Context: an optimization exercise on an open-source flow, tuned for small area, a short achievable clock period and few clock cycles per item. The choices shown serve that exercise and are no tape-out recipe.
Only simulation tests tie the RTL to the original design; equivalence was not proved.
Power and IR drop assume default switching activity.

File: flow/flow/run.sh
#!/bin/bash
# The standard layout, with the port buffers made from the smallest buffer
# cell, and timing repair aiming for 6.95 ns of setup slack at the 10 ns clock.
set -euo pipefail
export BUFFER_PORTS_ARGS="-buffer_cell sky130_fd_sc_hd__buf_1"
export SETUP_SLACK_MARGIN=6.95
bash standard.sh > standard_make.log 2>&1
File: flow/standard.sh
#!/bin/bash
# synth_recipe.tcl (not shown) runs the flow's synth.tcl, then flattens the netlist and writes it again
# the make line also repeats each setting of config.mk as NAME=value (left out here)
make -C /OpenROAD-flow-scripts/flow DESIGN_CONFIG=/design/flow/config.mk WORK_HOME=/design/flow/orfs CLKGATE_MAP_FILE= SYNTH_SCRIPT=/design/flow/synth_recipe.tcl "${@:-finish}"
File: flow/config.mk
export PLATFORM = sky130hd
export DESIGN_NAME = top_level
export DESIGN_NICKNAME = top_level
export VERILOG_FILES = /design/flow/design.v
export SDC_FILE = /design/flow/constraint.sdc
export NUM_CORES = 4
export LEC_CHECK = 0
export CAP_MARGIN = 20
export CORE_MARGIN = 2
export CORE_UTILIZATION = 40
export SLEW_MARGIN = 20
File: flow/constraint.sdc
create_clock -name core_clock -period 10.0 [get_ports {clk}]
set_input_delay 2.0000 -clock core_clock [delete_from_list [all_inputs] [get_ports {clk}]]
set_output_delay 2.0000 -clock core_clock [all_outputs]
set_load 0.01 [all_outputs]
File: flow/design.v
`default_nettype none
module top_level(
    clk,
    reset,
    start,
    key_start,
    sram_read_data,
    sram_write_enable,
    sram_write_data,
    sram_addr,
    ram_addr,
    ram_write_data,
    ram_write_enable,
    ram_read_data,
    rom_addr,
    rom_read_data,
    key_not_found,
    key_found,
    secret_key_0,
    secret_key_1,
    secret_key_2,
    secret_key_3,
    secret_key_4,
    secret_key_5
    );
    input  logic clk;
    input  logic reset;
    input  logic start;
    input  logic [23:0] key_start;
    input  logic [7:0] sram_read_data;
    output logic sram_write_enable;
    output logic [7:0] sram_write_data;
    output logic [7:0] sram_addr;
    output logic [4:0] ram_addr;
    output logic [7:0] ram_write_data;
    output logic ram_write_enable;
    input  logic [7:0] ram_read_data;
    output logic [4:0] rom_addr;
    input  logic [7:0] rom_read_data;
    output logic key_not_found;
    output logic key_found;
    output logic [3:0] secret_key_0;
    output logic [3:0] secret_key_1;
    output logic [3:0] secret_key_2;
    output logic [3:0] secret_key_3;
    output logic [3:0] secret_key_4;
    output logic [3:0] secret_key_5;
    localparam [2:0] ST_IDLE = 3'd0;
    localparam [2:0] ST_INIT = 3'd1;
    localparam [2:0] ST_KSA  = 3'd2;
    localparam [2:0] ST_PRGA = 3'd3;
    localparam [2:0] ST_DONE = 3'd4;
    logic [2:0]  st;
    logic        found, fail;
    logic [23:0] key;
    logic [8:0]  ctr;        
    logic [3:0]  ph;         
    logic [7:0]  j, si, sj;
    logic        h1r, h2;    
    logic        kmask;      
    logic [7:0]  rd;         
    logic        romx;       
    logic        ramwe;
    logic [7:0]  a_r, wd_r;
    logic        we_r;
    assign sram_addr = a_r;
    assign sram_write_data = wd_r;
    assign sram_write_enable = we_r;
    assign rom_addr = ctr[4:0];
    assign ram_addr = ctr[4:0];
    assign ram_write_data = rd;
    assign ram_write_enable = ramwe;
    assign key_found = found;
    assign key_not_found = fail;
    assign secret_key_0 = key[3:0];
    assign secret_key_1 = key[7:4];
    assign secret_key_2 = key[11:8];
    assign secret_key_3 = key[15:12];
    assign secret_key_4 = key[19:16];
    assign secret_key_5 = key[23:20];
    logic in_ksa;
    assign in_ksa = (st == ST_KSA);
    logic plain_ok;
    assign plain_ok = (rd >= 8'd97 && rd <= 8'd122) || rd == 8'd32;
    logic [8:0] ctr_inc;
    assign ctr_inc = ctr + 9'd1;
    logic [7:0] ctr_m2;
    assign ctr_m2 = ctr[7:0] - 8'd2;
    logic eq2;                       
    assign eq2 = (j == ctr_m2);
    logic [7:0] si_new;              
    assign si_new = h1r ? si : rd;
    logic [7:0] j_new;
    assign j_new = j + (key[23:16] & {8{kmask}}) + si_new;
    logic blk256, last_blk;
    assign blk256 = ctr[8] & ~ctr[0];
    assign last_blk = ctr[8] & ctr[0];    
    logic m_ge1, m_ge2;
    assign m_ge1 = (ctr != 9'd0);
    assign m_ge2 = ctr[8] | (ctr[7:1] != 7'd0);
    logic key_step, key_carry;
    assign key_step = ctr[8] & ~(ctr[1] & ctr[0]);
    always_comb begin
        case (ctr[1:0])
            2'd0: key_carry = (key[15:0] == 16'hffff);
            2'd1: key_carry = (key[15:8] == 8'hff);
            default: key_carry = 1'b1;
        endcase
    end
    logic [23:0] key_rot;
    assign key_rot = {key[15:0], key[23:16] + {7'd0, key_carry & ~in_ksa}};
    always_ff @(posedge clk or posedge reset) begin
        if (reset) begin
            st <= ST_IDLE;
            found <= 1'b0;
            fail <= 1'b0;
        end else begin
            case (st)
                ST_IDLE: if (start) st <= ST_INIT;
                ST_INIT: if (ctr == 9'd255) st <= ST_KSA;
                ST_KSA:  if (ph == 4'd2 && last_blk) st <= ST_PRGA;
                ST_PRGA: if (ph == 4'd12) begin
                    if (!plain_ok) begin
                        if (key[22]) begin
                            st <= ST_DONE;
                            fail <= 1'b1;
                        end else st <= ST_INIT;
                    end else if (ctr[4:0] == 5'd31) begin
                        st <= ST_DONE;
                        found <= 1'b1;
                    end
                end
                default: st <= st;
            endcase
        end
    end
    always_ff @(posedge clk) begin
        romx <= (st == ST_PRGA) && (ph == 4'd10);
        rd <= sram_read_data ^ (rom_read_data & {8{romx}});
        kmask <= in_ksa & ~last_blk;
        h1r <= in_ksa && m_ge1 && (j == ctr[7:0]);
        ramwe <= (st == ST_PRGA) && (ph == 4'd11);
    end
    always_ff @(posedge clk) begin
        case (st)
            ST_IDLE: begin
                key <= key_start;
                ctr <= 9'h1ff;
                a_r <= ctr_inc[7:0];
                wd_r <= ctr_inc[7:0];
                we_r <= 1'b0;
            end
            ST_INIT: begin
                a_r <= ctr_inc[7:0];
                wd_r <= ctr_inc[7:0];
                we_r <= (ctr != 9'd255);
                ctr <= (ctr == 9'd255) ? 9'd0 : ctr_inc;
                if (key_step) key <= key_rot;
                ph <= 4'd0;
                j <= 8'd0;
            end
            ST_KSA: begin
                case (ph)
                    4'd0: begin
                        a_r <= j;
                        wd_r <= si;
                        we_r <= m_ge1 && !last_blk;
                        sj <= h2 ? sj : rd;    
                        ph <= 4'd1;
                    end
                    4'd1: begin
                        a_r <= ctr_m2;
                        wd_r <= sj;
                        we_r <= m_ge2 && !eq2;    
                        h2 <= eq2 && m_ge2;
                        ph <= 4'd2;
                    end
                    default: begin
                        a_r <= ctr_inc[7:0];
                        wd_r <= sj;
                        we_r <= 1'b0;
                        si <= si_new;
                        key <= key_rot;
                        j <= blk256 ? 8'd0 : j_new;
                        if (last_blk) begin
                            ctr <= 9'd0;
                            ph <= 4'd4;
                        end else begin
                            ctr <= ctr_inc;
                            ph <= 4'd0;
                        end
                    end
                endcase
            end
            ST_PRGA: begin
                a_r <= ctr_inc[7:0];
                wd_r <= sj;
                we_r <= 1'b0;
                case (ph)
                    4'd3: begin
                        si <= rd;
                        j <= j_new;
                    end
                    4'd4: begin
                        a_r <= j;
                        wd_r <= si;
                        we_r <= 1'b1;
                    end
                    4'd7: begin
                        sj <= rd;
                    end
                    4'd8: begin
                        we_r <= 1'b1;
                    end
                    4'd9: begin
                        a_r <= si + sj;
                    end
                    4'd12: begin
                        if (!plain_ok) begin
                            ctr <= 9'h1fc;
                        end else begin
                            ctr <= ctr_inc;
                        end
                    end
                    default: ;
                endcase
                ph <= (ph == 4'd12) ? 4'd0 : ph + 4'd1;
            end
            default: begin
                a_r <= ctr_inc[7:0];
                wd_r <= ctr_inc[7:0];
                we_r <= 1'b0;
            end
        endcase
    end
endmodule
==> results of run 1 <==
==> layout by cell type (no fill, tap or decap), types with 11 or more instances in the layout <==
cell / n
buf_4: 11
xnor2_1: 28
nand2_1: 33
edfxtp_1: 62
ha_1: 28
o21ai_0: 29
inv_1: 25
buf_1: 104
xor2_1: 24
nor2_1: 34
mux2_2: 31
dfxtp_1: 27
a21oi_1: 31
==> final timing paths <==
kind	to	slack (ps)	start
setup / recovery	ram_write_data[1]	6950	rd[1]
hold / removal	fail	480	fail
setup reg to reg	j[7]	7000	h1r
hold reg to reg	fail	480	fail
max in group asynchronous	st[2]	8320	reset
min in group asynchronous	st[1]	1510	reset
==> worst reg2reg max path, cell delays in order, from the launching register on <==
cell and delay [ps]:
dfxtp_2 490, mux2_2 420, fa_1 570, inv_1 80
fa_1 430, nor2b_1 200, o31a_1 180, o21a_1 140
o21ai_0 70, nor3b_1 150
==> metal layers <==
layer | wire length (µm) | share of wire [%] | vias to the layer above
met5 | 0 | 0 | -
li1 | - | - | 2188
met3 | 1220 | 8.0 | 19
met1 | 6610 | 44 | 2229
met4 | 197 | 1.3 | 0
met2 | 7120 | 47 | 211
==> through the flow <==
step                area (µm²)  hold slack (ps)  utilization [%]
finish                    6660              477             47.6
floorplan                 5780              460                -
global placement          6250              463             44.7
global route              6660              488             47.6
detailed placement        6260              466             44.7
CTS                       6610              481             47.3
==> sequential cells by signal (all words and copies together) (netlist names), 3 cells and up <==
| signal | cells |
|---|---|
| wd_r | 8 |
| ctr | 9 |
| st | 3 |
| sj | 8 |
| ph | 4 |
| rd | 8 |
| j | 8 |
| key | 24 |
| si | 8 |
| a_r | 8 |
==> layout make-up <==
| cell class | instances | area share (%) |
|---|---|---|
| flip-flops and latches | 96 | 38.6 |
| clock inverters | 4 | 0.827 |
| clock buffers | 12 | 3.70 |
| well taps | 180 | 3.38 |
| repair buffers | 115 | 7.10 |
| inverters | 25 | 1.41 |
| multi-input cells | 396 | 45.0 |
==> logic make-up after synthesis <==
logic type	Yosys count	synth area share, %
simple gates	151	13.3
flops	96	44.4
xor+xnor	52	7.87
compound gates	121	13.9
mux	35	6.75
fa+ha+maj	37	9.17
buf+inv	61	4.67
==> where the power goes <==
group	switching (mW)	internal [mW]	leakage, nW
clock network	0.152	0.202	0.143
registers	0.0918	0.528	0.860
logic	0.329	0.218	1.41
total	0.572	0.948	2.42
==> timing repair <==
action	CTS	global route
resized for setup	1	8
setup endpoints to repair	15	12
pin swaps	0	1
buffers inserted	7	1
==> impl_metrics.toml, run 1 <==
[pwr]
ir_worst_vdd_uv = 108
power.density_nw_per_um2 = 228
total_power_mw = 1.52
total_leakage_power_nw = 2.42

[outcome]
outcome = "finished clean"

[sta]
setup_viol = 0
fin_crit_ps = 3050
slew_headroom_pct = 43.3
finalHoldViolCount = 0
tightest_slew_ps = 850
final.period_utilization_pct = 30.5
fmax_mhz = 328
drv_slew = 0
fin_worst_skew_ps = 8.39
rsz0062_at_grt = "yes"
setup_ws_ps = 6950
tns_ps = 0

[route]
drc = 0
drt_iter0_drc = 488
vias = 4647
drt-pass1-iter-count = 5
wl_per_cell_um = 18.3
ant_nets = 0
vias_per_cell = 5.61
drt_wl_total_mm = 15.1

[logic_synthesis]
ys_ff_latch = 96
yosys_warnings = 1
syn-mean-instance-area_um2 = 10.5
syn_inst = 553
synth_top_area_share_pct = 32.2
synth_top_cells_by_count = "62 x edfxtp_1, 39 x nor2_1, 33 x nand2_1"
synth_most_common_cell = "edfxtp_1"
synth_edf_count = 62
syn-num-nets = 641
async_reset_ff_share_pct = 5.21
yosys_most_used_dff = "edfxtp_1"
synth.distinct_cells = 65
syn_area_um2 = 5780
synth_area_leaders = "edfxtp_1 32%, dfxtp_1 10%, ha_1 6.1%"
synth_seq_area_share_pct = 44.4
synth_top_area_cell = "edfxtp_1"

[cts]
ctsHoldBuffers = 0
cts_root_buffer = "clkbuf_16"
cts.htree.levels = 3
cts_buffers = 9
clk_latency_ps = 350
cts_tree = "yes"
cts.sinks = 96
clk_pin_slew_ps = 70
clk_path_buf_depth = 2

[global_route]
grtUsageMet2_pct = 31.4
use_met1_pct = 26.5
grt_pass1_vias = 4462
grt_pass1_wl_mm = 23.9
grt_max_degree = 31
grtUsageMet3_pct = 4.68
overflow = 0
grt.total_usage_pct = 19.7
busiest_layer = "met2"
antenna_found_initial = 0

[critical_path]
path_cells = "buf_1"
cpLargestDelayFamily = "flip-flops"
path_depth = 1
reg2reg_depth = 9
cp_num_buf_inv = 1
worstPathArrival_ps = 1050
max_stage_delay_ps = 500
critical_path_class = "flop to primary output"
critPathSlowestCell = "dfxtp_1"
critPathLaunchType = "flop"
cp_max_fo = 6
cp.required_ps = 8000
end_kind = "primary output"

[die]
die-area_um2 = 15400
coreArea_um2 = 14000
initial_core_util_pct = 41.4
std_cell_rows = 43
ios = 113
die_h_um = 124
fp.dieW_um = 124

[place]
pre_cts_ws_ps = 6830
io_buffers = 104
place_inst = 804
place_congestion = 0.930
dp_hpwl_mm = 11.4

[layout]
nets = 731
seq_area_um2 = 2570
multi_input_area_um2 = 2990
drive_above_1_share_pct = 11.7
n_antenna_cell = 0
fill_cells = 1372
final_cells = 828
layout-area-overhead-vs-synth_pct = 15.1

[worst_hold_path]
hp-class = "flop to flop"
hold_depth = 1

[job]
cap_viol_max_count = 0
Testbench counts, summed over its fixed seeds: cycles 445,143, keys 408.
==> run 2: changes to the inputs <==
--- a/flow/config.mk
+++ b/flow/config.mk
@@ -7,5 +7,5 @@
 export LEC_CHECK = 0
 export CAP_MARGIN = 20
 export CORE_MARGIN = 2
-export CORE_UTILIZATION = 40
+export CORE_UTILIZATION = 60
 export SLEW_MARGIN = 20
==> run 2 against run 1 <==
Effect of this change:
- sequential power decreased by 0.6%
- utilization increased by 23 points
- area after synthesis is the same
- clock power shrank 29%
- cell area decreased by 2.1%
- critical path type unchanged
- highest routed layer unchanged
==> impl_metrics.toml, run 2 <==
[layout]
layout-area-overhead-vs-synth_pct = 12.7
largest_register = "key"
nets = 738
layout_common_cells = "101 x buf_1, 62 x edfxtp_1, 36 x nor2_1"
drive_above_1_share_pct = 13.4
reg_top3 = "key (24), ctr (9)"
fill_cells = 750
fin_util_pct = 70.2
n_antenna_cell = 0
largest_reg_flops = 24
final_common_cell = "buf_1"

[place]
io_buffers = 104
pre_cts_ws_ps = 6920
dp_hpwl_mm = 10.8
place_congestion = 0.914

[die]
std_cell_rows = 35
fp.dieW_um = 102
ios = 113
coreArea_um2 = 9280
initial_core_util_pct = 62.3
die-area_um2 = 10400
die_h_um = 102

[sta]
tns_ps = 0
drv_slew = 0
setup_ws_ps = 6980
tightest_slew_ps = 862
final.period_utilization_pct = 30.2
fin_crit_ps = 3020
fin_worst_skew_ps = 14.1
fmax_mhz = 331
finalHoldViolCount = 0
rsz0062_at_grt = "yes"
slew_headroom_pct = 42.3
setup_viol = 0

[logic_synthesis]
yosys_most_used_dff = "edfxtp_1"
synthMuxAreaShare_pct = 6.75
syn-num-nets = 641
synth_top_area_cell = "edfxtp_1"
synth_fa_ha_area_share_pct = 9.17
synth_top_area_share_pct = 32.2
synth_most_common_cell = "edfxtp_1"
async_reset_ff_share_pct = 5.21
synth_edf_count = 62
syn_area_um2 = 5780
synth_area_leaders = "edfxtp_1 32%, dfxtp_1 10%, ha_1 6.1%"
ys_ff_latch = 96
synth_seq_area_share_pct = 44.4
synth_top_family_by_area = "compound AO/OA/AOI/OAI gates"
syn-mean-instance-area_um2 = 10.5
synth.distinct_cells = 65
yosys_warnings = 1
syn_inst = 553
synth-xor-area-share_pct = 7.87
synth_top_cells_by_count = "62 x edfxtp_1, 39 x nor2_1, 33 x nand2_1"
synth-simple-area-share_pct = 13.3
synth_compound_area_share_pct = 13.9

[pwr]
ir_worst_vdd_uv = 127
power.switching_mw = 0.560
combPwrFrac_pct = 38.6
power.density_nw_per_um2 = 216
intPower_mw = 0.850
pwr-share-seq_pct = 43.7
switching_share_pct = 39.7
total_leakage_power_nw = 2.41
clkPwrFrac_pct = 17.7

[cts]
clk_path_buf_depth = 2
cts_tree = "yes"
cts.htree.levels = 3
cts_root_buffer = "clkbuf_8"
clk_pin_slew_ps = 110
cts_buffers = 9
clk_latency_ps = 370
cts.sinks = 96
ctsHoldBuffers = 0

[critical_path]
cp_num_buf_inv = 1
critPathLaunchType = "flop"
path_cells = "clkbuf_2"
critical_path_class = "flop to primary output"
max_stage_delay_ps = 480
critPathSlowestCell = "edfxtp_1"
cp_max_fo = 5
cpLargestDelayFamily = "flip-flops"
worstPathArrival_ps = 1020
cp.required_ps = 8000
end_kind = "primary output"

[job]
cap_viol_max_count = 0

[global_route]
grt_max_degree = 31
overflow = 0
grt.total_usage_pct = 28.4
antenna_found_initial = 0
grt_pass1_vias = 4358
grt_pass1_wl_mm = 22.4

[route]
vias = 4640
ant_nets = 0
wl_per_cell_um = 18.3
vias_per_cell = 5.92
drt-pass1-iter-count = 5
drt_wl_total_mm = 14.3
drc = 0
drt_iter0_drc = 272

[outcome]
outcome = "finished clean"

[worst_hold_path]
hp-class = "flop to flop"
[run 2: power by group through the flow]
| stage | logic (mW) | registers, mW | clock network, mW |
|---|---|---|---|
| 2_1_floorplan | 0.382 | 0.605 | 0 |
| 3_3_place_gp | 0.495 | 0.633 | 0 |
| 3_5_place_dp | 0.510 | 0.637 | 0 |
| 4_1_cts | 0.536 | 0.614 | 0.253 |
| 5_1_grt | 0.603 | 0.627 | 0.269 |
| 6_report | 0.544 | 0.616 | 0.250 |
[run 2: path summary, 6_finish.rpt]
path	start	end	slack (ps)	cells after the start
worst max-delay path	key[19]	secret_key_4[3]	6980	1
worst max register to register	h1r	j[7]	7050	9
worst min-delay path	fail	fail	470	1
min in group asynchronous	reset	fail	1490	2
worst min register to register	fail	fail	470	1
max in group asynchronous	reset	st[2]	8340	2
[run 2: layout make-up]
class                   count  area [µm²]  area share (%)
inverters                  25        93.8            1.44
repair buffers            122         537            8.23
well taps                 129         161            2.48
multi-input cells         396        2970            45.5
clock buffers              10         138            2.11
clock inverters             6        50.0           0.768
flip-flops and latches     96        2570            39.5
[run 2: layer usage]
metal / vias up / GRT usage (%) / wire length [µm]
li1: 2200 / - / -
met2: 226 / 45.4 / 6800
met5: - / 0 / 0
met4: 0 / 8.51 / 354
met3: 37 / 7.05 / 1170
met1: 2177 / 38.6 / 6020
[run 2: cells by family (layout without fill, tap and decap cells)]
group | count (synthesis) | in the layout
and+or+nand+nor | 151 | 151
DFF | 96 | 96
buffers and inverters | 61 | 163
AOI/OAI and AO/OA | 121 | 121
adders and majority gates | 37 | 37
muxes | 35 | 35
xor gates and xnor gates | 52 | 52
[run 2: per-stage QoR]
| step | instances | hold WS, ps | power [mW] | area (µm²) |
|---|---|---|---|---|
| 2_1_floorplan | 553 | 460 | 0.987 | 5780 |
| 3_3_place_gp | 754 | 450 | 1.13 | 6190 |
| 3_5_place_dp | 755 | 453 | 1.15 | 6210 |
| 4_1_cts | 780 | 473 | 1.40 | 6470 |
| 5_1_grt | 784 | 506 | 1.50 | 6520 |
| 6_report | 784 | 470 | 1.41 | 6520 |
[run 2: timing repair]
action	in CTS	in global routing
resized for setup	2	10
buffers inserted	9	4
endpoints found under the setup margin	20	14
pin swaps	0	0
==> run 3: changes to the inputs <==
--- a/flow/config.mk
+++ b/flow/config.mk
@@ -8,4 +8,5 @@
 export CAP_MARGIN = 20
 export CORE_MARGIN = 2
 export CORE_UTILIZATION = 60
+export PLACE_DENSITY = 0.75
 export SLEW_MARGIN = 20
==> run 3 against run 2 <==
Effect of this change:
- still clean on timing, DRC and antenna
- synthesized cell count is the same
- clock skew grew 4.7 ps
- via count grew 1.8%
- maximum frequency shrank 1.0%
- routed wire length grew 0.76%
- worst setup slack lost 32 ps
- die area is the same
- sequential share of layout area grew 0.080 points
- register-to-register slack gained 40 ps
- combinational power is essentially flat
- power grew 1.8%
==> impl_metrics.toml, run 3 <==
[logic_synthesis]
syn-num-nets = 641
synth_fa_ha_area_share_pct = 9.17
syn_area_um2 = 5780
syn-mean-instance-area_um2 = 10.5
synth-xor-area-share_pct = 7.87
async_reset_ff_share_pct = 5.21
synthMuxAreaShare_pct = 6.75
synth_edf_count = 62
ys_ff_latch = 96
synth_top_family_by_area = "compound AO/OA/AOI/OAI gates"
synth_compound_area_share_pct = 13.9
synth_most_common_cell = "edfxtp_1"
synth-simple-area-share_pct = 13.3
yosys_warnings = 1
synth_top_area_cell = "edfxtp_1"
synth_top_cells_by_count = "62 x edfxtp_1, 39 x nor2_1, 33 x nand2_1"
synth.distinct_cells = 65
synth_seq_area_share_pct = 44.4
synth_top_area_share_pct = 32.2
synth_area_leaders = "edfxtp_1 32%, dfxtp_1 10%, ha_1 6.1%"
syn_inst = 553
yosys_most_used_dff = "edfxtp_1"

[critical_path]
worstPathArrival_ps = 1060
critPathSlowestCell = "edfxtp_1"
critPathLaunchType = "flop"
end_kind = "primary output"
regToRegSetupSlack_ps = 7090
max_stage_delay_ps = 510
cp_max_fo = 5
critical_path_class = "flop to primary output"
cp_num_buf_inv = 1
path_cells = "buf_1"
cpLargestDelayFamily = "flip-flops"
cp.required_ps = 8000

[sta]
fmax_mhz = 327
final.period_utilization_pct = 30.6
rsz0062_at_grt = "yes"
tns_ps = 0
fin_worst_skew_ps = 18.8
setup_viol = 0
fin_crit_ps = 3060
finalHoldViolCount = 0
setup_ws_ps = 6940
drv_slew = 0
tightest_slew_ps = 1100
slew_headroom_pct = 25.8

[route]
route.met2.wl_mm = 7.16
vias_per_cell = 6.05
wl_per_cell_um = 18.5
drt_wl_total_mm = 14.5
drt-pass1-iter-count = 5
drc = 0
met1_length_mm = 5.80
drt_iter0_drc = 366
ant_nets = 0
dr.max_layer_used = "met4"
vias = 4725
wl_met3_mm = 1.20

[layout]
final_cells = 781
nets = 735
layout_common_cells = "104 x buf_1, 62 x edfxtp_1, 35 x nor2_1"
n_antenna_cell = 0
largest_reg_flops = 24
reg_top3 = "key (24), ctr (9)"
largest_register = "key"
final_common_cell = "buf_1"
drive_above_1_share_pct = 12.4
layout-area-overhead-vs-synth_pct = 12.7

[outcome]
outcome = "finished clean"

[cts]
cts.htree.levels = 3
clk_path_buf_depth = 2
clk_pin_slew_ps = 110
clk_latency_ps = 370
cts_tree = "yes"
ctsHoldBuffers = 0
cts.sinks = 96
cts_root_buffer = "clkbuf_8"
cts_buffers = 9

[die]
die-area_um2 = 10400
coreArea_um2 = 9280
fp.dieW_um = 102
die_h_um = 102
initial_core_util_pct = 62.3
ios = 113
std_cell_rows = 35

[worst_hold_path]
hp-class = "flop to flop"

[pwr]
ir_worst_vdd_uv = 121
total_power_mw = 1.44
total_leakage_power_nw = 2.40
power.density_nw_per_um2 = 220

[place]
place_inst = 754
place_congestion = 0.980
dp_hpwl_mm = 10.7
pre_cts_ws_ps = 6940
io_buffers = 104

[global_route]
overflow = 0
grt_max_degree = 31
grt_pass1_vias = 4557
antenna_found_initial = 0
grt.total_usage_pct = 29.0
grt_pass1_wl_mm = 23.1

[job]
cap_viol_max_count = 0
## run 3: cell counts after synthesis
Identical to the previous run, type by type.
## run 3: layout make-up
| class | instances | area [µm²] |
|---|---|---|
| multi-input cells | 396 | 2970 |
| flip-flops and latches | 96 | 2580 |
| fillers | 733 | 2770 |
| repair buffers | 119 | 503 |
| clock buffers | 11 | 153 |
| clock inverters | 5 | 61.3 |
| inverters | 25 | 93.8 |
| well taps | 129 | 161 |
## run 3: repair_timing
action / 4_1_cts / 5_1_grt
endpoints found under the setup margin: 14 / 12
resized for setup: 2 / 9
pin swaps: 0 / 0
setup buffers: 9 / 2
## run 3: where the power goes
| part | switching [mW] | internal [mW] | total (mW) | leakage, nW |
|---|---|---|---|---|
| sequential | 0.0904 | 0.528 | 0.618 | 0.860 |
| clock | 0.144 | 0.134 | 0.277 | 0.111 |
| combinational | 0.323 | 0.218 | 0.541 | 1.43 |
| total | 0.557 | 0.880 | 1.44 | 2.40 |
## run 3: routing by layer
layer / track usage (%) / vias to the layer above
met5: 0 / -
met4: 9.95 / 0
met3: 4.86 / 28
met2: 47.9 / 264
met1: 39.0 / 2238
li1: - / 2195
## run 3: stage by stage
| step | hold WS [ps] | instance area [µm²] | util (%) |
|---|---|---|---|
| final | 475 | 6520 | 70.2 |
| after detailed placement | 454 | 6190 | 66.7 |
| after floorplan | 460 | 5780 | - |
| after global placement | 453 | 6190 | 66.7 |
| after CTS | 478 | 6480 | 69.8 |
| after global routing | 500 | 6520 | 70.2 |
## run 3: cells by family after synthesis
family,Yosys count
XOR/XNOR,52
adder cells (fa/ha/maj),37
buffers and inverters,61
AO/OA/AOI/OAI,121
AND/OR/NAND/NOR,151
flip-flops,96
multiplexers,35
## run 3: worst paths after layout
kind                               from         endpoint  depth (start not counted)
max in group asynchronous         reset            st[1]                          2
worst min-delay path              found            found                          1
min in group asynchronous         reset            found                          2
worst min register to register    found            found                          1
worst max-delay path            key[18]  secret_key_4[2]                          1
worst max register to register    si[1]             j[7]                         11
==> run 4: changes to the inputs <==
--- a/flow/config.mk
+++ b/flow/config.mk
@@ -7,6 +7,5 @@
 export LEC_CHECK = 0
 export CAP_MARGIN = 20
 export CORE_MARGIN = 2
-export CORE_UTILIZATION = 60
-export PLACE_DENSITY = 0.75
+export CORE_UTILIZATION = 65
 export SLEW_MARGIN = 20
==> run 4 against run 3 <==
Effect of this change:
- routed wire length up 4.5%
- largest cell class unchanged
- combinational power up 0.9%
- utilization up 4.6 points
- die area down 7.4%
- first-iteration DRC count up 6.6%
- power down 0.71%
- worst setup slack better by 24 ps
- non-clock buffer count up 1
- critical path depth unchanged
- flip-flop and latch count unchanged
- critical path type unchanged
- final cell count down 2.6%
==> impl_metrics.toml, run 4 <==
[outcome]
outcome = "finished clean"

[route]
vias = 4765
drt_wl_total_mm = 15.1
drc = 0
wl_per_cell_um = 19.8
vias_per_cell = 6.26
ant_nets = 0
drt-pass1-iter-count = 7
drt_iter0_drc = 390

[sta]
tightest_slew_ps = 829
tns_ps = 0
finalHoldViolCount = 0
fin_crit_ps = 3030
fin_worst_skew_ps = 13.4
final.period_utilization_pct = 30.3
fmax_mhz = 330
drv_slew = 0
setup_viol = 0
slew_headroom_pct = 44.5
holdWs_ps = 477
rsz0062_at_grt = "yes"

[pwr]
combPwrFrac_pct = 38.3
ir_worst_vdd_uv = 113
power.switching_mw = 0.577
total_power_mw = 1.43
power.density_nw_per_um2 = 220
intPower_mw = 0.849
total_leakage_power_nw = 2.40
switching_share_pct = 40.5
clkPwrFrac_pct = 18.4
pwr-share-seq_pct = 43.3

[worst_hold_path]
hp-class = "flop to flop"

[cts]
clk_latency_ps = 380
ctsHoldBuffers = 0
clk_pin_slew_ps = 110
cts_tree = "yes"
cts_buffers = 9
cts.htree.levels = 3
cts.sinks = 96
cts_root_buffer = "clkbuf_8"
clk_path_buf_depth = 2

[layout]
final_cells = 761
reg_top3 = "key (24), ctr (9)"
nets = 736
fill_cells = 633
fin_util_pct = 74.8
n_antenna_cell = 0
layout_common_cells = "104 x buf_1, 62 x edfxtp_1, 37 x nor2_1"
largest_register = "key"
layout-area-overhead-vs-synth_pct = 12.2
drive_above_1_share_pct = 12.7
final_common_cell = "buf_1"
largest_reg_flops = 24

[global_route]
grt_max_degree = 31
grt_pass1_wl_mm = 23.5
antenna_found_initial = 0
grt_pass1_vias = 4577
overflow = 0
grt.total_usage_pct = 31.5

[logic_synthesis]
synth.distinct_cells = 65
syn_inst = 553
synth_area_leaders = "edfxtp_1 32%, dfxtp_1 10%, ha_1 6.1%"
yosys_most_used_dff = "edfxtp_1"
ys_ff_latch = 96
synth_most_common_cell = "edfxtp_1"
synth_top_cells_by_count = "62 x edfxtp_1, 39 x nor2_1, 33 x nand2_1"
synth_edf_count = 62
synth_top_area_share_pct = 32.2
yosys_warnings = 1
syn-num-nets = 641
async_reset_ff_share_pct = 5.21
syn_area_um2 = 5780
syn-mean-instance-area_um2 = 10.5
synth_seq_area_share_pct = 44.4
synth_top_area_cell = "edfxtp_1"

[place]
dp_hpwl_mm = 11.3
io_buffers = 104
place_inst = 732
place_congestion = 0.914

[critical_path]
end_kind = "primary output"
critPathSlowestCell = "edfxtp_1"
path_cells = "buf_1"
regToRegSetupSlack_ps = 7090
worstPathArrival_ps = 1030
cp_max_fo = 5
critical_path_class = "flop to primary output"
cp.required_ps = 8000
cpLargestDelayFamily = "flip-flops"
max_stage_delay_ps = 480
cp_num_buf_inv = 1
critPathLaunchType = "flop"

[die]
die-area_um2 = 9670
std_cell_rows = 34
initial_core_util_pct = 66.7
fp.dieW_um = 98.3
die_h_um = 98.3
ios = 113
coreArea_um2 = 8680

[job]
cap_viol_max_count = 0
run 4: worst paths after layout:
check,start,to,cells past startpoint
max,key[19],secret_key_4[3],1
max reg2reg,h1r,j[7],11
max in group asynchronous,reset,st[0],2
min,fail,fail,1
min in group asynchronous,reset,found,2
min reg2reg,fail,fail,1
run 4: logic make-up after synthesis:
kind of cell,share of synthesized area [%]
adder cells (fa/ha/maj),9.17
multiplexers,6.75
AO/OA/AOI/OAI,13.9
buffers and inverters,4.67
AND/OR/NAND/NOR,13.3
flip-flops,44.4
XOR/XNOR,7.87
run 4: final cells by class:
cell class | instances | area, µm² | share of cell area [%]
Clock inverter | 6 | 62.6 | 0.964
Multi-Input combinational cell | 396 | 2970 | 45.8
Timing Repair Buffer | 120 | 510 | 7.87
Clock buffer | 10 | 138 | 2.12
Tap cell | 108 | 135 | 2.08
Sequential cell | 96 | 2580 | 39.7
Inverter | 25 | 93.8 | 1.45
run 4: metrics by stage:
stage | setup slack, ps | area (µm²)
after floorplan | 7100 | 5780
after global placement | 6970 | 6160
after detailed placement | 6920 | 6160
after CTS | 6950 | 6430
after global routing | 6880 | 6490
final | 6970 | 6490
run 4: routing by layer:
metal	wire length [µm]	global-route usage, %	vias to the layer above
li1	-	-	2207
met1	5970	42.0	2265
met2	7500	52.5	259
met3	1180	4.22	34
met4	454	12.3	0
met5	0	0	-
run 4: power by group through the flow:
stage	Sequential (mW)	Clock (mW)	Combinational (mW)
after floorplan	0.605	0	0.382
final	0.618	0.262	0.546
after global routing	0.630	0.275	0.597
after detailed placement	0.638	0	0.508
after CTS	0.615	0.259	0.535
after global placement	0.634	0	0.494
run 4: what timing repair did:
action,in CTS,in global routing
buffers inserted,9,4
setup endpoints to repair,13,9
resized for setup,1,8
==> run 5: changes to the inputs <==
==> flow/flow/run.sh (replaced) <==
#!/bin/bash
# The standard layout, with the port buffers made from the smallest buffer
# cell, and timing repair aiming for 7.0 ns of setup slack at the 10 ns clock.
set -euo pipefail
export BUFFER_PORTS_ARGS="-buffer_cell sky130_fd_sc_hd__buf_1"
export SETUP_SLACK_MARGIN=7.0
bash standard.sh > standard_make.log 2>&1
--- a/flow/config.mk
+++ b/flow/config.mk
@@ -7,5 +7,5 @@
 export LEC_CHECK = 0
 export CAP_MARGIN = 20
 export CORE_MARGIN = 2
-export CORE_UTILIZATION = 65
+export CORE_UTILIZATION = 40
 export SLEW_MARGIN = 20
==> run 5 against run 4 <==
Effect of this change:
- still clean on timing, DRC and antenna
- worst setup slack better by 38 ps
- maximum frequency grew 1.3%
- sequential share of layout area fell by 1.4 points
- die area up 60%
- utilization is 27 points lower
- global-route usage is 12 points lower
- count of clock-buffer cells in the layout up 2
- critical path type unchanged
==> impl_metrics.toml, run 5 <==
[layout]
seq_area_um2 = 2580
multi_input_area_um2 = 3000
layout_common_cells = "103 x buf_1, 62 x edfxtp_1, 35 x nor2_1"
drive_above_1_share_pct = 13.7
largest_reg_flops = 24
n_antenna_cell = 0
reg_top3 = "key (24), ctr (9)"
nets = 738
layout-area-overhead-vs-synth_pct = 16.2
largest_register = "key"
fill_cells = 1369
final_common_cell = "buf_1"

[critical_path]
reg2reg_depth = 4
cp_max_fo = 5
cp.required_ps = 8000
cpLargestDelayFamily = "flip-flops"
critPathSlowestCell = "dfxtp_1"
end_kind = "primary output"
cp_num_buf_inv = 1
critical_path_class = "flop to primary output"
worstPathArrival_ps = 990
critPathLaunchType = "flop"
path_cells = "buf_1"
path_depth = 1
max_stage_delay_ps = 450

[logic_synthesis]
yosys_warnings = 1
synth.distinct_cells = 65
synth_seq_area_share_pct = 44.4
synth_top_area_share_pct = 32.2
syn_inst = 553
ys_ff_latch = 96
yosys_most_used_dff = "edfxtp_1"
syn_area_um2 = 5780
syn-mean-instance-area_um2 = 10.5
synth_most_common_cell = "edfxtp_1"
synth_area_leaders = "edfxtp_1 32%, dfxtp_1 10%, ha_1 6.1%"
async_reset_ff_share_pct = 5.21
synth_top_area_cell = "edfxtp_1"
synth_edf_count = 62
syn-num-nets = 641
synth_top_cells_by_count = "62 x edfxtp_1, 39 x nor2_1, 33 x nand2_1"

[cts]
cts.htree.levels = 3
ctsHoldBuffers = 0
cts_tree = "yes"
clk_pin_slew_ps = 70
cts_root_buffer = "clkbuf_16"
clk_path_buf_depth = 2
cts.sinks = 96
cts_buffers = 9
clk_latency_ps = 350

[sta]
tns_ps = 0
rsz0062_at_grt = "no"
fin_crit_ps = 2990
slew_headroom_pct = 42.3
setup_viol = 0
setup_ws_ps = 7010
fmax_mhz = 334
fin_worst_skew_ps = 7.37
tightest_slew_ps = 866
final.period_utilization_pct = 29.9
drv_slew = 0
finalHoldViolCount = 0

[global_route]
overflow = 0
grt_pass1_vias = 4471
grt_pass1_wl_mm = 24.0
grtUsageMet3_pct = 4.68
grt_max_degree = 31
use_met1_pct = 26.5
grt.total_usage_pct = 19.7
busiest_layer = "met2"
grtUsageMet2_pct = 31.4
antenna_found_initial = 0

[pwr]
ir_worst_vdd_uv = 105
total_power_mw = 1.53
power.density_nw_per_um2 = 227
total_leakage_power_nw = 2.45

[place]
io_buffers = 104
pre_cts_ws_ps = 6830
place_congestion = 0.930
dp_hpwl_mm = 11.4

[die]
die-area_um2 = 15400
ios = 113
coreArea_um2 = 14000
std_cell_rows = 43
die_h_um = 124
initial_core_util_pct = 41.4
fp.dieW_um = 124

[worst_hold_path]
hp-class = "flop to flop"
hold_depth = 1

[route]
drt_iter0_drc = 438
drt_wl_total_mm = 15.3
vias_per_cell = 5.59
ant_nets = 0
vias = 4665
drt-pass1-iter-count = 8
drc = 0
wl_per_cell_um = 18.3

[job]
cap_viol_max_count = 0

[outcome]
outcome = "finished clean"
==> run 5: stage by stage <==
stage	hold WS, ps	cell area (µm²)	utilization, %	cells
2_1_floorplan	460	5780	-	553
3_3_place_gp	463	6250	44.7	804
3_5_place_dp	466	6260	44.7	804
4_1_cts	481	6630	47.4	829
5_1_grt	488	6720	48.1	835
6_report	477	6720	48.1	835
==> run 5: logic make-up after synthesis <==
kind of cell / count (synthesis) / synth area share, %
xor+xnor: 52 / 7.87
mux: 35 / 6.75
buf+inv: 61 / 4.67
fa+ha+maj: 37 / 9.17
flops: 96 / 44.4
simple gates: 151 / 13.3
compound gates: 121 / 13.9
==> run 5: cell type report <==
cell class / count / area share, %
clock inverter: 4 / 0.819
tap: 180 / 3.35
inverter: 25 / 1.40
sequential: 96 / 38.4
multi-input combinational: 396 / 44.6
clock buffer: 12 / 3.67
timing repair buffer: 122 / 7.84
==> run 5: final timing paths <==
kind / slack, ps / endpoint / start
worst max-delay path: 7010 / ram_write_data[7] / rd[7]
worst min-delay path: 480 / fail / fail
worst max register to register: 7120 / a_r[4] / st[0]
worst min register to register: 480 / fail / fail
max in group asynchronous: 8320 / st[2] / reset
min in group asynchronous: 1510 / st[1] / reset
==> run 5: what timing repair did <==
item | CTS | global route
setup buffers | 9 | 6
pin swaps | 0 | 2
endpoints found under the setup margin | 23 | 20
hold endpoints to repair | 0 | 0
gates cloned | 0 | 0
resized for setup | 5 | 12
==> run 5: report_power, final <==
part	leakage (nW)	internal, mW	switching, mW	total, mW
Clock	0.143	0.202	0.153	0.355
Sequential	0.860	0.528	0.0896	0.618
Combinational	1.45	0.221	0.331	0.552
==> run 5: metal layers <==
metal  wire, µm  part of all wire [%]
met1       6710                    44
met2       7180                    47
met3       1150                   7.5
met4        228                   1.5
met5          0                     0
==> run 6: changes to the inputs <==
--- a/flow/config.mk
+++ b/flow/config.mk
@@ -7,5 +7,5 @@
 export LEC_CHECK = 0
 export CAP_MARGIN = 20
 export CORE_MARGIN = 2
-export CORE_UTILIZATION = 40
+export CORE_UTILIZATION = 75
 export SLEW_MARGIN = 20
==> run 6 against run 5 <==
Effect of this change:
- still clean on timing, DRC and antenna
- area after synthesis stayed put
- register-to-register slack worse by 100 ps
- maximum frequency is 0.78% lower
- largest power group unchanged
- highest routed layer unchanged
==> impl_metrics.toml, run 6 <==
[global_route]
grt.total_usage_pct = 37.3
overflow = 0
grt_pass1_vias = 4738
grt_max_degree = 31
grt_pass1_wl_mm = 24.3
antenna_found_initial = 0

[die]
die-area_um2 = 8430
die_h_um = 91.8
std_cell_rows = 32
ios = 113
fp.dieW_um = 91.8
initial_core_util_pct = 76.0
coreArea_um2 = 7610

[logic_synthesis]
async_reset_ff_share_pct = 5.21
synth_top_area_cell = "edfxtp_1"
synth_seq_area_share_pct = 44.4
syn_area_um2 = 5780
synth_top_cells_by_count = "62 x edfxtp_1, 39 x nor2_1, 33 x nand2_1"
synth_most_common_cell = "edfxtp_1"
synth.distinct_cells = 65
yosys_warnings = 1
yosys_most_used_dff = "edfxtp_1"
synth_top_area_share_pct = 32.2
synth_edf_count = 62
ys_ff_latch = 96
syn-mean-instance-area_um2 = 10.5
syn-num-nets = 641
syn_inst = 553
synth_area_leaders = "edfxtp_1 32%, dfxtp_1 10%, ha_1 6.1%"

[pwr]
power.density_nw_per_um2 = 227
total_leakage_power_nw = 2.47
ir_worst_vdd_uv = 141
total_power_mw = 1.50

[sta]
tns_ps = 0
setup_viol = 0
tightest_slew_ps = 1140
fmax_mhz = 331
drv_slew = 0
final.period_utilization_pct = 30.2
fin_crit_ps = 3020
rsz0062_at_grt = "yes"
slew_headroom_pct = 23.3
finalHoldViolCount = 0
fin_worst_skew_ps = 18.1

[critical_path]
path_cells = "buf_1"
end_kind = "primary output"
cp.required_ps = 8000
worstPathArrival_ps = 1020
max_stage_delay_ps = 470
critPathLaunchType = "flop"
cpLargestDelayFamily = "flip-flops"
cp_max_fo = 5
critPathSlowestCell = "dfxtp_1"
cp_num_buf_inv = 1
critical_path_class = "flop to primary output"

[worst_hold_path]
hp-class = "flop to flop"

[layout]
layout_common_cells = "101 x buf_1, 62 x edfxtp_1, 34 x nor2_1"
n_antenna_cell = 0
final_common_cell = "buf_1"
largest_register = "key"
largest_reg_flops = 24
layout-area-overhead-vs-synth_pct = 14.0
drive_above_1_share_pct = 15.3
reg_top3 = "key (24), ctr (9)"
fill_cells = 413
nets = 745

[cts]
cts_root_buffer = "clkbuf_8"
clk_path_buf_depth = 2
cts.htree.levels = 3
clk_pin_slew_ps = 110
cts.sinks = 96
cts_buffers = 9
cts_tree = "yes"
clk_latency_ps = 370

[route]
ant_nets = 0
drt_wl_total_mm = 16.5
drt_iter0_drc = 549
vias = 5042
drc = 0
vias_per_cell = 6.60
drt-pass1-iter-count = 8
wl_per_cell_um = 21.7

[place]
io_buffers = 104
dp_hpwl_mm = 11.0
place_congestion = 1.06

[outcome]
outcome = "finished clean"

[job]
cap_viol_max_count = 0
-- run 6: cell type report --
class / count / area [µm²] / share of cell area, %
clock buffer: 10 / 138 / 2.09
timing repair buffer: 129 / 582 / 8.83
multi-input combinational: 396 / 2980 / 45.2
clock inverter: 6 / 88.8 / 1.35
inverter: 25 / 93.8 / 1.42
sequential: 96 / 2580 / 39.1
tap: 102 / 128 / 1.94
-- run 6: stage by stage --
stage                     area (µm²)  instances  utilization, %  hold slack, ps  setup slack (ps)
after floorplan                 5780        553               -             460              7100
after global placement          6150        726            80.9             449              6980
after detailed placement        6150        726            80.9             456              6890
after CTS                       6470        753            85.1             480              6990
after global routing            6590        764            86.7             504              6910
final                           6590        764            86.7             477              6980
-- run 6: kinds of logic (layout without fill, tap and decap cells) --
family	Yosys count	count (layout)	synth area share [%]
buf+inv	61	170	4.67
compound gates	121	121	13.9
flops	96	96	44.4
xor+xnor	52	52	7.87
simple gates	151	151	13.3
mux	35	35	6.75
fa+ha+maj	37	37	9.17
-- run 6: repair_timing --
action | CTS | global route
endpoints found under the hold margin | 0 | 0
resized for setup | 7 | 12
pin swaps | 0 | 1
hold buffers | 0 | 0
endpoints found under the setup margin | 26 | 21
buffers inserted | 11 | 11
-- run 6: path summary, 6_finish.rpt --
kind | start | to | slack, ps | depth (start not counted)
worst min register to register | fail | fail | 480 | 1
max in group asynchronous | reset | st[1] | 8360 | 2
min in group asynchronous | reset | fail | 1480 | 2
worst max register to register | h1r | j[7] | 7020 | 9
worst max-delay path | rd[7] | ram_write_data[7] | 6980 | 1
worst min-delay path | fail | fail | 480 | 1
-- run 6: report_power, final --
part / total, mW / switching (mW) / internal, mW
registers: 0.618 / 0.0907 / 0.528
logic: 0.583 / 0.352 / 0.231
clock network: 0.295 / 0.146 / 0.149
total: 1.50 / 0.589 / 0.908
-- run 6: per-layer routing --
metal	wire (µm)	vias to the layer above	part of all wire [%]	track usage [%]
li1	-	2212	-	-
met1	5980	2352	36	48.9
met2	8030	412	49	62.7
met3	1890	66	11	5.51
met4	648	0	3.9	15.0
met5	0	-	0	0
==> run 7: changes to the inputs <==
--- a/flow/config.mk
+++ b/flow/config.mk
@@ -7,5 +7,5 @@
 export LEC_CHECK = 0
 export CAP_MARGIN = 20
 export CORE_MARGIN = 2
-export CORE_UTILIZATION = 75
+export CORE_UTILIZATION = 60
 export SLEW_MARGIN = 20
==> run 7 against run 6 <==
Effect of this change:
- still clean
- routed wire length shrank 12%
- non-clock buffer count up 4
- via count down 7.6%
- maximum frequency decreased by 0.62%
- worst setup slack worse by 19 ps
- combinational power decreased by 4.1%
- register-to-register slack improved by 60 ps
- die area up 24%
- hold slack worse by 5.9 ps
- critical path type unchanged
- largest power group unchanged
- highest routed layer unchanged
==> impl_metrics.toml, run 7 <==
[sta]
finalHoldViolCount = 0
fmax_mhz = 329
holdWs_ps = 471
setup_ws_ps = 6960
final.period_utilization_pct = 30.4
fin_worst_skew_ps = 10.2
fin_crit_ps = 3040
rsz0062_at_grt = "yes"
drv_slew = 0
slew_headroom_pct = 41.9
setup_viol = 0
tightest_slew_ps = 868
tns_ps = 0

[critical_path]
max_stage_delay_ps = 490
critPathSlowestCell = "edfxtp_1"
end_kind = "primary output"
critical_path_class = "flop to primary output"
path_cells = "clkbuf_2"
cp_num_buf_inv = 1
cpLargestDelayFamily = "flip-flops"
worstPathArrival_ps = 1040
critPathLaunchType = "flop"
cp_max_fo = 5
cp.required_ps = 8000

[route]
drt-pass1-iter-count = 5
vias_per_cell = 5.86
drt_iter0_drc = 302
drt_wl_total_mm = 14.6
wl_per_cell_um = 18.4
ant_nets = 0
drc = 0
vias = 4657

[global_route]
overflow = 0
grt_max_degree = 31
grt_pass1_wl_mm = 22.5
antenna_found_initial = 0
grt.total_usage_pct = 28.6
grt_pass1_vias = 4393

[logic_synthesis]
yosys_warnings = 1
synth_top_cells_by_count = "62 x edfxtp_1, 39 x nor2_1, 33 x nand2_1"
synth.distinct_cells = 65
synth_edf_count = 62
syn-mean-instance-area_um2 = 10.5
syn_area_um2 = 5780
synth_top_area_share_pct = 32.2
syn_inst = 553
synth_top_area_cell = "edfxtp_1"
async_reset_ff_share_pct = 5.21
syn-num-nets = 641
yosys_most_used_dff = "edfxtp_1"
ys_ff_latch = 96
synth_most_common_cell = "edfxtp_1"
synth_area_leaders = "edfxtp_1 32%, dfxtp_1 10%, ha_1 6.1%"
synth_seq_area_share_pct = 44.4

[layout]
n_antenna_cell = 0
drive_above_1_share_pct = 16.1
final_common_cell = "buf_1"
layout-area-overhead-vs-synth_pct = 14.4
largest_reg_flops = 24
nets = 749
fill_cells = 738
fin_area_um2 = 6620
fin_util_pct = 71.3
layout_common_cells = "96 x buf_1, 62 x edfxtp_1, 36 x nor2_1"
final_cells = 795
reg_top3 = "key (24), ctr (9)"
largest_register = "key"

[pwr]
intPower_mw = 0.859
power.switching_mw = 0.564
pwr-share-seq_pct = 43.2
total_leakage_power_nw = 2.47
ir_worst_vdd_uv = 127
clkPwrFrac_pct = 17.5
power.density_nw_per_um2 = 215
combPwrFrac_pct = 39.3
total_power_mw = 1.42
switching_share_pct = 39.6

[cts]
clk_path_buf_depth = 2
cts.htree.levels = 3
clk_latency_ps = 370
clk_pin_slew_ps = 100
cts_root_buffer = "clkbuf_8"
ctsHoldBuffers = 0
cts.sinks = 96
cts_buffers = 9
cts_tree = "yes"

[die]
coreArea_um2 = 9280
fp.dieW_um = 102
initial_core_util_pct = 62.3
die_h_um = 102
std_cell_rows = 35
ios = 113
die-area_um2 = 10400

[place]
io_buffers = 104
place_congestion = 0.914
place_area_um2 = 6210
place_inst = 755
dp_hpwl_mm = 10.8
pre_cts_ws_ps = 6920

[worst_hold_path]
hp-class = "flop to flop"

[job]
cap_viol_max_count = 0

[outcome]
outcome = "finished clean"
run 7: cell counts after synthesis:
Identical to the previous run, type by type.
run 7: worst paths after layout:
kind                       slack, ps    start  cells past startpoint         endpoint
max                             6960  key[19]                      1  secret_key_4[3]
min                              470     fail                      1             fail
max reg2reg                     7080      h1r                      9             j[7]
min reg2reg                      470     fail                      1             fail
max in group asynchronous       8340    reset                      2            st[2]
min in group asynchronous       1500    reset                      2             fail
run 7: metal layers:
metal / GRT usage, % / share of wire, % / vias to the layer above
li1: - / - / 2215
met1: 38.6 / 41 / 2177
met2: 45.5 / 47 / 231
met3: 7.11 / 8.7 / 34
met4: 9.44 / 2.4 / 0
met5: 0 / 0 / -
run 7: what timing repair did:
action,4_1_cts,5_1_grt
pin swaps,0,1
resized for setup,7,16
setup buffers,14,10
endpoints found under the setup margin,31,27
run 7: area by class of cell:
class	instances	area (µm²)	share of cell area [%]
multi-input combinational	396	2970	44.8
inverter	25	93.8	1.42
timing repair buffer	133	626	9.45
clock buffer	10	138	2.08
sequential	96	2590	39.1
tap	129	161	2.44
clock inverter	6	50.0	0.756
run 7: logic make-up (layout without fill, tap and decap cells):
logic type,count (synthesis),count (layout),synth area share (%)
adder cells (fa/ha/maj),37,37,9.17
buffers and inverters,61,174,4.67
multiplexers,35,35,6.75
XOR/XNOR,52,52,7.87
AND/OR/NAND/NOR,151,151,13.3
AO/OA/AOI/OAI,121,121,13.9
flip-flops,96,96,44.4
run 7: power groups by stage:
| stage | registers [mW] | logic [mW] | clock network (mW) |
|---|---|---|---|
| global placement | 0.633 | 0.495 | 0 |
| detailed placement | 0.637 | 0.510 | 0 |
| finish | 0.615 | 0.559 | 0.250 |
| global route | 0.625 | 0.617 | 0.269 |
| floorplan | 0.605 | 0.382 | 0 |
| CTS | 0.612 | 0.543 | 0.253 |

[port drivers added, routing unchanged]
No port has a modelled driver above. Below, the same layouts with a new extraction and two added sets of constraints. Step 1 assumes that a clkbuf_16 drives the clock port and a buf_2 every other input. Step 2 times the ports against the registers' clock, not the clock port: input delays grow and output delays shrink by t, the midpoint of the rising clock arrivals with the driver on. a / b / c = ideal / step 1 / step 2; a / b = the first two.
| run | t (ns) | setup WS [ns] | worst setup path after step 2 | clock arrival spread, ns | worst slew at a driven data input, ns |
|---|---|---|---|---|---|
| run 1 | 0.390 | 6.951 / 6.909 / 6.918 | input to register | 0.009 / 0.008 | 0.03 |
| run 2 | 0.399 | 6.976 / 6.942 / 6.942 | input to register | 0.015 / 0.015 | 0.03 |
| run 3 | 0.399 | 6.944 / 6.909 / 6.945 | input to register | 0.019 / 0.019 | 0.04 |
| run 4 | 0.406 | 6.967 / 6.936 / 6.964 | input to register | 0.015 / 0.015 | 0.04 |
| run 5 | 0.393 | 7.006 / 6.964 / 6.915 | input to register | 0.007 / 0.007 | 0.03 |
| run 6 | 0.389 | 6.982 / 6.951 / 6.979 | input to register | 0.018 / 0.019 | 0.04 |
| run 7 | 0.398 | 6.963 / 6.928 / 6.959 | input to register | 0.010 / 0.010 | 0.05 |
After both steps setup and hold are still met in every run listed. The setup slack of run 5, which loses most, moves by -0.042 ns with the drivers and by -0.091 ns with both steps.
